What follows belongs to an exercise in optimizing a design on an open flow for small area and a short achievable clock period; a production flow would make more cautious choices.
RTL that was checked went through simulation tests only; none was proved equivalent to the original.
Power and IR drop assume default switching activity.

==> flow/design.v (excerpt) <==
module Power_Spec_Cal(
           input wire clk,
           input wire rst,
           input wire dv,
           input wire [9:0] xk_index,
           input wire [24:0] fft_data_out_re,
           input wire [24:0] fft_data_out_im,
           output reg [49:0] Power_Spec,
           output reg data_valid,
           output reg dv_FFT
       );
Size in the first run: roughly 2100 cells after synthesis, roughly 27000 um^2 of cells after synthesis.
Settings: LEC_CHECK=0, CAP_MARGIN=20, CORE_MARGIN=2, CORE_UTILIZATION=40, CTS_CLUSTER_DIAMETER=120, CTS_CLUSTER_SIZE=25, GPL_ROUTABILITY_DRIVEN=0, PLACE_DENSITY=0.6, SLEW_MARGIN=20, SYNTH_HIERARCHICAL=1, SYNTH_MINIMUM_KEEP_SIZE=0; clock period 8.0 ns.
standard.sh (not shown) runs the stock make flow with config.mk's settings and CLKGATE_MAP_FILE= SYNTH_SCRIPT=/design/flow/synth_recipe.tcl, a recipe that flattens the netlist after the stock synthesis.
==> flow/flow/run.sh <==
#!/bin/bash
set -euo pipefail
MARGIN=$(cat flow/margin.txt)
PORTBUF=$(cat flow/port_buffer.txt)
bash standard.sh "SETUP_SLACK_MARGIN=$MARGIN" "BUFFER_PORTS_ARGS=-buffer_cell $PORTBUF" finish > standard_flow.log 2>&1
==> flow/flow/margin.txt <==
5.3
==> flow/flow/port_buffer.txt <==
sky130_fd_sc_hd__buf_1
Then changed:
==> flow/flow/port_buffer.txt (replaced) <==
sky130_fd_sc_hd__buf_2
--- a/flow/config.mk
+++ b/flow/config.mk
@@ -11,7 +11,7 @@
 export CTS_CLUSTER_DIAMETER = 120
 export CTS_CLUSTER_SIZE = 25
-export GPL_ROUTABILITY_DRIVEN = 0
 export PLACE_DENSITY = 0.6
 export SLEW_MARGIN = 20
 export SYNTH_HIERARCHICAL = 1
 export SYNTH_MINIMUM_KEEP_SIZE = 0
+export TNS_END_PERCENT = 5
The changed run ran to the end with no violations; hold slack barely changes; sequential cell count is unchanged; routed wire length drops by 0.44%; clock-buffer cell count is lower by 2; via count hardly moves; power is lower by about 1.2%; final area fell by 0.41%.
Then changed:
==> flow/flow/margin.txt (replaced) <==
5.2
--- a/flow/config.mk
+++ b/flow/config.mk
@@ -15,3 +15,2 @@
 export SYNTH_HIERARCHICAL = 1
 export SYNTH_MINIMUM_KEEP_SIZE = 0
-export TNS_END_PERCENT = 5
=>
- worst setup slack improves by 110 ps
- die area does not change
- via count fell by 0.50%
Then changed:
==> flow/flow/margin.txt (replaced) <==
5.3
==> flow/flow/port_buffer.txt (replaced) <==
sky130_fd_sc_hd__buf_1
--- a/flow/config.mk
+++ b/flow/config.mk
@@ -6,5 +6,5 @@
 export NUM_CORES = 4
 export LEC_CHECK = 0
-export CAP_MARGIN = 20
+export CAP_MARGIN = 0
 export CORE_MARGIN = 2
 export CORE_UTILIZATION = 40
@@ -12,5 +12,5 @@
 export CTS_CLUSTER_SIZE = 25
 export PLACE_DENSITY = 0.6
-export SLEW_MARGIN = 20
+export SLEW_MARGIN = 0
 export SYNTH_HIERARCHICAL = 1
 export SYNTH_MINIMUM_KEEP_SIZE = 0
Result: The new run produced a clean layout; worst hold slack is worse by 4.3 ps; design area rises by 0.38%; fmax rises by 3.6%; worst setup slack is better by 96 ps; clock power hardly moves; register-to-register slack is better by 96 ps; clock skew falls by 6.1 ps.
Then changed:
--- a/flow/config.mk
+++ b/flow/config.mk
@@ -6,11 +6,11 @@
 export NUM_CORES = 4
 export LEC_CHECK = 0
-export CAP_MARGIN = 0
+export CAP_MARGIN = 20
 export CORE_MARGIN = 2
 export CORE_UTILIZATION = 40
 export CTS_CLUSTER_DIAMETER = 120
-export CTS_CLUSTER_SIZE = 25
+export CTS_CLUSTER_SIZE = 28
 export PLACE_DENSITY = 0.6
-export SLEW_MARGIN = 0
+export SLEW_MARGIN = 20
 export SYNTH_HIERARCHICAL = 1
 export SYNTH_MINIMUM_KEEP_SIZE = 0
Via count is about the same.
Worst setup slack gets worse by 4.6 ps.
Synthesized area stays the same.
Power goes up by about 1.2%.
Combinational power rises by about 3%.
First-iteration DRC count rose by about 12%.
Routed wire length goes up by 0.62%.
Die area does not change.

========
v11:
Power_Spec_Cal again, from the RTL that the note above started with.
Design Power_Spec_Cal, start of the top module:
module Power_Spec_Cal(
           input wire clk,
           input wire rst,
           input wire dv,
           input wire [9:0] xk_index,
           input wire [24:0] fft_data_out_re,
           input wire [24:0] fft_data_out_im,
           output reg [49:0] Power_Spec,
           output reg data_valid,
           output reg dv_FFT
       );
==> flow/config.mk <==
export PLATFORM = sky130hd
export DESIGN_NAME = Power_Spec_Cal
export DESIGN_NICKNAME = Power_Spec_Cal
export VERILOG_FILES = /design/flow/design.v
export SDC_FILE = /design/flow/constraint.sdc
export NUM_CORES = 4
export LEC_CHECK = 0
export CAP_MARGIN = 20
export CORE_MARGIN = 2
export CORE_UTILIZATION = 40
export CTS_CLUSTER_DIAMETER = 120
export CTS_CLUSTER_SIZE = 25
export PLACE_DENSITY = 0.65
export SLEW_MARGIN = 20
export SYNTH_HIERARCHICAL = 1
export SYNTH_MINIMUM_KEEP_SIZE = 0
==> flow/constraint.sdc <==
create_clock -name core_clock -period 8.0 [get_ports {clk}]
set_input_delay 1.6000 -clock core_clock [delete_from_list [all_inputs] [get_ports {clk}]]
set_output_delay 1.6000 -clock core_clock [all_outputs]
set_load 0.01 [all_outputs]
==> flow/flow/margin.txt <==
5.3
==> flow/flow/port_buffer.txt <==
sky130_fd_sc_hd__buf_2
Scripts as last shown in full above: flow/flow/run.sh
v11 finished every step from synthesis to the final layout, and the layout passed the timing, DRC and antenna checks.
The inputs of v49 differ from those of v11 as listed below.
Settings: PLACE_DENSITY changed from 0.65 to 0.6.
==> flow/flow/margin.txt <==
5.4
Results
As far as synthesized cell count goes, v11 and v49 are indistinguishable; the numbers are identical. [v49] setup slack rose 0.048 ns relative to v11. Going from v11 to v49, power share of the clock group ~0 delta; final critical path time including I/O delays and setup -0.048 ns; via count -about 1.3%.
--- input diff v49..v14 ---
Settings: changing PLACE_DENSITY from 0.6 to 0.7; changing CORE_UTILIZATION from 40 to 55.
==> flow/flow/margin.txt <==
5.3
In summary, v14 completed successfully, with a layout that passed the timing, DRC and antenna checks. Delta (v14 minus v49): total power lost about 3.4%; placeable core region has decreased; non-clock buffer count went down. v49 -> v14: leakage dissipation decreased slightly. Compare v14 and v49 | post-detailed-placement half-perimeter wirelength higher: v49.
Relative to v14, the following input files were edited for v28:
Settings: CORE_UTILIZATION now 40, was 55; PLACE_DENSITY now 0.6, was 0.7.
--- outcome ---
- v28 reached the end of the flow, and the finished layout is clean on the timing, DRC and antenna checks.
- Initial antenna violation count: v28 and v14 compared, lower one is v14
- Going from v14 to v28, final number of max-transition violations did not really move, floorplan row count has increased.
- Critical path's slowest cell: dfrtp_1 -> v28, fa_1 -> v14
- Compared with v14, v28 is hungrier on power.
- Higher share of the core filled with cells was reported by v14, not v28.
- The met2 layer usage reported by global route number comes out higher for v14 vs v28.
- Reported for v28 and v14, flip-flop and latch count turned out identical to the last digit.
- The area enclosed by the die boundary in v28 sits 37% above the value recorded for v14.
- Delta (v28 minus v14): wire length went up by 2.5%; power density of the placed cells shows a reduction of 0.93%.
What v39 does differently from v28 at the input level:
==> flow/flow/port_buffer.txt <==
sky130_fd_sc_hd__buf_1
## What came out
Comparing v39 with v28, the portion of total power attributed to the clock network came out essentially unchanged.
Any difference in share of the clock period used by the worst path between v39 and v28 is small enough to ignore.
Taking v28 as the reference, in v39 via count now sits lower; via density per instance now sits lower; final weighted congestion in routability-driven placement now sits higher; setup slack now sits higher; combinational share of power now sits at about the same level.
Combined area of all synthesized cells: v28 vs v39 identical
Setup changes, v39 to v45
Settings: TNS_END_PERCENT: unset -> 20.
Results
Every stage of the flow completed for v45, and the final layout passed the timing, DRC and antenna checks. | met2 routing resource usage after global routing | v39 vs v45 | ≈ equal |. Going from v39 to v45, total number of cells along the worst setup path increased 5, power essentially unchanged. Summary — required time at the endpoint of the critical path, v45 relative to v39: higher, by 2.08 ns.

========
Setup of P:
Another version of the RTL of Power_Spec_Cal (not shown whole).
For scale: about 530 flip-flops, about 28000 µm² of cells after synthesis.
export LEC_CHECK = 0
export CAP_MARGIN = 20
export CORE_MARGIN = 2
export CORE_UTILIZATION = 40
export CTS_CLUSTER_DIAMETER = 120
export CTS_CLUSTER_SIZE = 25
export PLACE_DENSITY = 0.6
export SLEW_MARGIN = 20
export SYNTH_HIERARCHICAL = 1
export SYNTH_MINIMUM_KEEP_SIZE = 0
create_clock -name core_clock -period 8.0 [get_ports {clk}]
==> flow/flow/margin.txt <==
5.3
==> flow/flow/port_buffer.txt <==
sky130_fd_sc_hd__buf_2
Scripts as last shown in full above: flow/flow/run.sh
P: PASS, flow complete, no timing, DRC or antenna violations
Relative to P, the following input files were edited for Q:
==> flow/flow/margin.txt <==
5.4
Notes after the runs:
- Density: Q denser than P
- Diff P..Q | fraction of the mapped netlist area in adder cells | unchanged
- On Q: worst endpoint required time is 2090 ps lower than what P gave.
- Looking at startpoint of the most critical setup path, the data_valid result is from Q; the re1[23] one comes from P.
- P → Q: share of the clock period used by the worst path after layout fell by 0.19 points; combinational share of power stayed essentially flat; area of the multi-input gates level.
No functional check of the RTL was part of any run of this note.

========
run A:
Power_Spec_Cal with an RTL version that a note above also has.
Size in the first run: roughly 120 I/O pins, ~27,000 µm² of cells after synthesis.
clock: 8.0 ns
lec_check: 0
cap_margin: 20
core_margin: 2
core_utilization: 40
cts_cluster_diameter: 120
cts_cluster_size: 25
place_density: 0.6
slew_margin: 20
synth_hierarchical: 1
synth_minimum_keep_size: 0
==> flow/flow/run.sh <==
#!/bin/bash
# Layout flow: the standard ORFS flow (standard.sh: standard synthesis,
# floorplan, place, CTS, route, finish), with these changes to how the layout
# is optimised; the clock period and all constraints stay the design's:
#  - the port buffers that the standard flow inserts are the cell in
#    flow/port_buffer.txt instead of the resizer's default choice;
#  - before the resizer's design repair, flow/presize.tcl gives the heavily
#    loaded input registers a stronger drive (same flip-flop type).
# Every tool's output goes to the ORFS logs under orfs/logs/, and the make
# output to standard_flow.log in this folder.
set -euo pipefail
MARGIN=$(cat flow/margin.txt)
PORTBUF=$(cat flow/port_buffer.txt)
bash standard.sh "SETUP_SLACK_MARGIN=$MARGIN" "BUFFER_PORTS_ARGS=-buffer_cell $PORTBUF" \
  "PRE_RESIZE_TCL=$PWD/flow/presize.tcl" finish > standard_flow.log 2>&1
==> flow/flow/margin.txt <==
5.3
==> flow/flow/port_buffer.txt <==
sky130_fd_sc_hd__buf_1
==> flow/flow/presize.tcl <==
set lc [get_lib_cell sky130_fd_sc_hd__dfxtp_4]
set n 0
foreach inst [get_cells -quiet {re1* im1*}] {
  if {[get_property [get_property $inst liberty_cell] name] eq "sky130_fd_sc_hd__dfxtp_1"} {
    replace_cell $inst $lc
    incr n
  }
}
puts "presize: $n input registers set to dfxtp_4"
Run A completed every stage of the flow, and the final layout passed the timing, DRC and antenna checks.
Setup changes, run A to run B
==> flow/flow/run.sh <==
#!/bin/bash
set -euo pipefail
MARGIN=$(cat flow/margin.txt)
PORTBUF=$(cat flow/port_buffer.txt)
bash standard.sh "SETUP_SLACK_MARGIN=$MARGIN" "BUFFER_PORTS_ARGS=-buffer_cell $PORTBUF" finish > standard_flow.log 2>&1
diff --git a/flow/config.mk b/flow/config.mk
--- a/flow/config.mk
+++ b/flow/config.mk
@@ -8 +8 @@
-export CAP_MARGIN = 20
+export CAP_MARGIN = 10
@@ -14 +14 @@
-export SLEW_MARGIN = 20
+export SLEW_MARGIN = 10
removed: flow/flow/presize.tcl
Run B against run A: met1 capacity usage during global routing essentially unchanged; die boundary width essentially unchanged; post-placement worst setup slack increased 12 ps. From run A to run B the numbers moved as follows: highest clock frequency the design can meet barely changed, number of global-route vias before repair dropped 0.42%, post-DP HPWL barely changed, sequential share of cell area dropped 0.27 points, switching power dropped about 0.6%. Run B vs run A, top routing layer in use: met4 vs met5. Of run B and run A, it is run B that has the lower power.
Relative to run B, the following input files were edited for run C:
==> flow/flow/margin.txt <==
5.35
diff --git a/flow/config.mk b/flow/config.mk
--- a/flow/config.mk
+++ b/flow/config.mk
@@ -8 +8 @@
-export CAP_MARGIN = 10
+export CAP_MARGIN = 20
@@ -14 +14 @@
-export SLEW_MARGIN = 10
+export SLEW_MARGIN = 20
Results
Run C reports its highest metal layer used by the detailed router as met5 while run B reports met4.
sky130_fd_sc_hd__fa_1 as the worst-path cell with the longest stage delay was reported by run B, and sky130_fd_sc_hd__dfrtp_1 by run C.
Run C vs run B — combinational-cell power consumption rose about 1%.
[compare] base=run B new=run C: worst-case hold slack down 7.1 ps, via density per instance went up.
Looking at minimum setup slack after placement across both flows, run C is the stronger of the two, with run B trailing.
Run C ended with every stage complete and zero timing, DRC or antenna violations.
Run C vs run B — power after layout climbed slightly
The following lists how run D was set up differently from run C:
==> flow/flow/margin.txt <==
5.3
==> flow/flow/port_buffer.txt <==
sky130_fd_sc_hd__buf_2
diff --git a/flow/config.mk b/flow/config.mk
--- a/flow/config.mk
+++ b/flow/config.mk
@@ -12 +12 @@
-export CTS_CLUSTER_SIZE = 25
+export CTS_CLUSTER_SIZE = 28
--- outcome ---
Inverter count of the layout excluding clock inverters, run D and run C: higher on run D. Run D gives more wire length than run C did. In the tables for run D and run C, share of the final layout cell area in multi-input gates reads lower with run C. On sequential cell area share, run D and run C are basically level. Run D was carried through to the last stage, and its layout satisfied the timing, DRC and antenna checks. Run C -> run D: clock network area share flat. Diff run D and run C: CTS clock-pin slew for the worst setup and hold paths lower in run C. Summary of run D over run C: maximum number of pins on one net before global-route repair increased 12%; core utilization of the finished layout decreased 0.30 points; count of non-filler cells in the finished layout essentially unchanged; combinational group share of total power decreased 0.2 points; count of vias placed by the detailed router increased 0.46%.

==> afterwards: timing with drivers on the ports <==
Ports are ideal in the flow. The routed layouts listed here were re-timed in OpenROAD.
Step 1: set_driving_cell puts a clkbuf_16 on clk and a buf_2 on each other input, an assumption about the parent block.
Step 2 times the ports against the registers' clock, not the clock port: input delays grow and output delays shrink by t, the midpoint of the rising clock arrivals with the driver on.
Three values: ideal ports, drivers, drivers and shift; two values: the first two.
| run | t, ns | setup WS [ns] | hold slack, ns | clock arrival spread, ns |
|---|---|---|---|---|
| the first run of note 1 | 0.658 | 5.306 / 5.261 / 5.306 | 0.327 / 0.327 / 0.327 | 0.028 / 0.028 |
| the second run of note 1 | 0.651 | 5.113 / 5.113 / 5.113 | 0.329 / 0.329 / 0.329 | 0.022 / 0.021 |
| the third run of note 1 | 0.650 | 5.225 / 5.225 / 5.225 | 0.329 / 0.329 / 0.329 | 0.023 / 0.022 |
| the fourth run of note 1 | 0.653 | 5.321 / 5.257 / 5.321 | 0.325 / 0.325 / 0.325 | 0.016 / 0.017 |
| the fifth run of note 1 | 0.647 | 5.316 / 5.255 / 5.349 | 0.323 / 0.323 / 0.323 | 0.035 / 0.035 |
| v11 | 0.647 | 5.270 / 5.252 / 5.270 | 0.317 / 0.317 / 0.317 | 0.041 / 0.041 |
| v49 | 0.648 | 5.318 / 5.258 / 5.388 | 0.325 / 0.325 / 0.325 | 0.024 / 0.024 |
| v14 | 0.641 | 5.299 / 5.252 / 5.299 | 0.321 / 0.321 / 0.321 | 0.037 / 0.037 |
| v28 | 0.649 | 5.316 / 5.255 / 5.319 | 0.328 / 0.328 / 0.328 | 0.021 / 0.021 |
| v39 | 0.643 | 5.326 / 5.266 / 5.346 | 0.321 / 0.321 / 0.321 | 0.018 / 0.018 |
| v45 | 0.645 | 5.273 / 5.250 / 5.273 | 0.324 / 0.324 / 0.324 | 0.016 / 0.017 |
| P | 0.661 | 5.305 / 5.256 / 5.305 | 0.321 / 0.321 / 0.321 | 0.036 / 0.037 |
| Q | 0.661 | 5.320 / 5.253 / 5.391 | 0.322 / 0.322 / 0.322 | 0.037 / 0.037 |
| run A | 0.649 | 5.320 / 5.260 / 5.330 | 0.323 / 0.323 / 0.323 | 0.025 / 0.025 |
| run B | 0.653 | 5.321 / 5.257 / 5.321 | 0.325 / 0.325 / 0.325 | 0.016 / 0.017 |
| run C | 0.645 | 5.326 / 5.266 / 5.369 | 0.317 / 0.317 / 0.317 | 0.018 / 0.018 |
| run D | 0.639 | 5.322 / 5.273 / 5.322 | 0.333 / 0.333 / 0.333 | 0.045 / 0.045 |
After both steps every run listed still meets setup and hold.
